This is an optimization exercise on Yosys and OpenROAD, whose aim is small area, not a production implementation. Only simulation tests tie the RTL to the original design; equivalence was not proved. Power is estimated from default activity; no workload was simulated.

==> flow/design.v <==
module Lab5(input sys_clk, input [5:0] num, input [1:0] op, input do_op, input reset, output [6:0] HEX1, output [6:0] HEX0);
localparam [9:0] LK_S    = 10'd4;
localparam [9:0] LK_E    = 10'd520;    
localparam [9:0] LK_EMSK = 10'd503;    
localparam [9:0] LK_NZ   = 10'd447;    
reg [5:0] ring [0:14];
reg [5:0] current;
reg [5:0] tos;
reg       tos_ok;
reg [3:0] top;
reg [3:0] rix;
reg [9:0] lk;
function [3:0] f4(input [3:0] s);
	f4 = {s[2:0], s[3] ^ s[2]};
endfunction
wire       stale = |(lk & LK_NZ);
wire       lk_end = (lk & LK_EMSK) == (LK_E & LK_EMSK);
wire       acc   = ~stale & ~do_op;
wire       push  = op[1] & ~op[0];
wire       pop   = ~op[1] & op[0];
wire       full  = (top == 4'd15);
wire       empty = (top == 4'd0);
wire       pushok = acc & push & ~full;
wire       popok  = acc & pop & ~empty;
wire       match = (rix == 4'b0001);
wire       fetch = match & ~tos_ok;
integer i;
always @(posedge sys_clk) begin
	for (i = 0; i < 14; i = i + 1)
		ring[i] <= ring[i+1];
	ring[14] <= match ? tos : ring[0];
end
always @(posedge sys_clk) begin
	if (!reset)
		rix <= 4'b0001;
	else if (pushok)
		rix <= rix;
	else if (popok)
		rix <= f4(f4(rix));
	else
		rix <= f4(rix);
	if (!reset)
		lk <= 10'd0;
	else
		lk <= (lk_end ? 10'd0 : {lk[8:0], lk[9] ^ lk[2]}) | (acc ? LK_S : 10'd0);
	if (fetch) begin
		tos    <= ring[0];
		tos_ok <= 1'b1;
	end
	if (!reset) begin
		current <= 6'd0;
		top     <= 4'd0;
	end else if (acc) begin
		if (push && !full) begin
			current <= num;
			tos     <= num;
			tos_ok  <= 1'b1;
			top     <= top + 4'd1;
		end else if (pop) begin
			current <= empty ? 6'd0 : tos;
			tos_ok  <= 1'b0;
			if (!empty) top <= top - 4'd1;
		end
	end
end
wire [2:0] tens = current / 6'd10;
wire [3:0] ones = current % 6'd10;
function [6:0] seg(input [3:0] d);
	case (d)
		4'd0: seg = 7'b1000000;
		4'd1: seg = 7'b1111001;
		4'd2: seg = 7'b0100100;
		4'd3: seg = 7'b0110000;
		4'd4: seg = 7'b0011001;
		4'd5: seg = 7'b0010010;
		4'd6: seg = 7'b0000010;
		4'd7: seg = 7'b1111000;
		4'd8: seg = 7'b0000000;
		4'd9: seg = 7'b0010000;
		default: seg = 7'b1111111;
	endcase
endfunction
assign HEX1 = seg({1'b0, tens});
assign HEX0 = seg(ones);
endmodule
clock: 6.0 ns
lec_check: 0
abc_area: 1
cap_margin: 20
core_margin: 2
core_utilization: 60
slew_margin: 20
standard.sh (not shown) runs the stock make flow with config.mk's settings and CLKGATE_MAP_FILE= SYNTH_SCRIPT=/design/flow/synth_recipe.tcl, a recipe that flattens the netlist after the stock synthesis.
==> flow/flow/run.sh <==
#!/bin/bash
# Own layout flow: the standard ORFS flow (standard.sh, unchanged synthesis)
# with lighter clock-tree and port-buffer choices:
#  - CTS without dummy loads, with small clock buffers;
#  - input/output ports buffered with buf_1.
set -euo pipefail
cd "$(dirname "$0")/.."
CTS="-sink_clustering_enable -repair_clock_nets -dont_use_dummy_load -buf_list {sky130_fd_sc_hd__clkbuf_4 sky130_fd_sc_hd__clkbuf_8} -sink_clustering_size 30 -sink_clustering_max_diameter 100"
bash standard.sh "CTS_ARGS=$CTS" "BUFFER_PORTS_ARGS=-buffer_cell sky130_fd_sc_hd__buf_1" finish > flow_make.log 2>&1
The starting point ran to the end with no violations.
Rerun with:
==> flow/flow/run.sh (replaced) <==
#!/bin/bash
# Own layout flow: the standard ORFS flow (standard.sh, unchanged synthesis)
# with lighter clock-tree and port-buffer choices:
#  - CTS without dummy loads, with clkbuf_4 clock buffers;
#  - input/output ports buffered with buf_1.
set -euo pipefail
cd "$(dirname "$0")/.."
CTS="-sink_clustering_enable -repair_clock_nets -dont_use_dummy_load -buf_list {sky130_fd_sc_hd__clkbuf_4}"
bash standard.sh "CTS_ARGS=$CTS" "BUFFER_PORTS_ARGS=-buffer_cell sky130_fd_sc_hd__buf_1" finish > flow_make.log 2>&1
What happened: Design area is lower by a few percent; routed wire length is lower slightly; setup slack gets worse by 0.069 ns.
Rerun with:
==> flow/run.sh (new file) <==
#!/bin/bash
# synth_recipe.tcl (not shown) runs the flow's synth.tcl, then flattens the netlist and writes it again
# the make line also repeats each setting of config.mk as NAME=value (left out here)
make -C /OpenROAD-flow-scripts/flow DESIGN_CONFIG=/design/flow/config.mk WORK_HOME=/design/flow/orfs CLKGATE_MAP_FILE= SYNTH_SCRIPT=/design/flow/synth_recipe.tcl finish
- CTS_BUF_LIST: unset -> sky130_fd_sc_hd__clkbuf_4 sky130_fd_sc_hd__clkbuf_8
- CTS_CLUSTER_DIAMETER: unset -> 100
- CTS_CLUSTER_SIZE: unset -> 30
removed: flow/flow/run.sh
removed: flow/standard.sh
Result:
- worst setup slack degrades by 0.40 ns
- sequential share of layout area is lower by 5.6 points
- cell area is higher by 10%
- non-clock buffer count does not change
- maximum frequency is lower by 9.9%
- global-route usage is higher by 1.8 points
- via count is higher by 4.8%
Rerun with:
- CTS_BUF_LIST: sky130_fd_sc_hd__clkbuf_4 sky130_fd_sc_hd__clkbuf_8 -> unset
- CTS_CLUSTER_DIAMETER: 100 -> unset
- CTS_CLUSTER_SIZE: 30 -> unset
Outcome: The changed run completed with no timing, DRC or antenna violations; sequential share of layout area went down by 2.1 points; synthesized cell count stays the same; area after synthesis does not change; setup slack got worse by 0.057 ns; die area does not change; power rose by 12%; clock skew goes up by 0.0048 ns.

==> port drivers added, routing unchanged <==
The flow's constraints put no driver on any port. The routed layouts listed below were extracted and timed again, unchanged, in two steps. Step 1 (the two cells are an assumption about what drives the block):
set clk [get_ports {sys_clk}]
set_driving_cell -lib_cell sky130_fd_sc_hd__clkbuf_16 $clk
set_driving_cell -lib_cell sky130_fd_sc_hd__buf_2 [delete_from_list [all_inputs] $clk]
Step 2 times the ports against the registers' clock, not the clock port: input delays grow and output delays shrink by t, the midpoint of the rising clock arrivals with the driver on. Slacks: no drivers / after step 1 / after step 2; pairs: no drivers / after step 1.
run | shift t [ns] | slack for setup (ns) | worst setup path after step 2
the first run | 0.428 | 2.405 / 2.374 / 2.802 | register to output
the second run | 0.489 | 2.336 / 2.308 / 2.797 | register to output
the third run | 0.439 | 1.934 / 1.903 / 2.341 | register to output
the fourth run | 0.520 | 1.877 / 1.845 / 2.365 | register to output
After both steps every run listed still meets setup and hold.
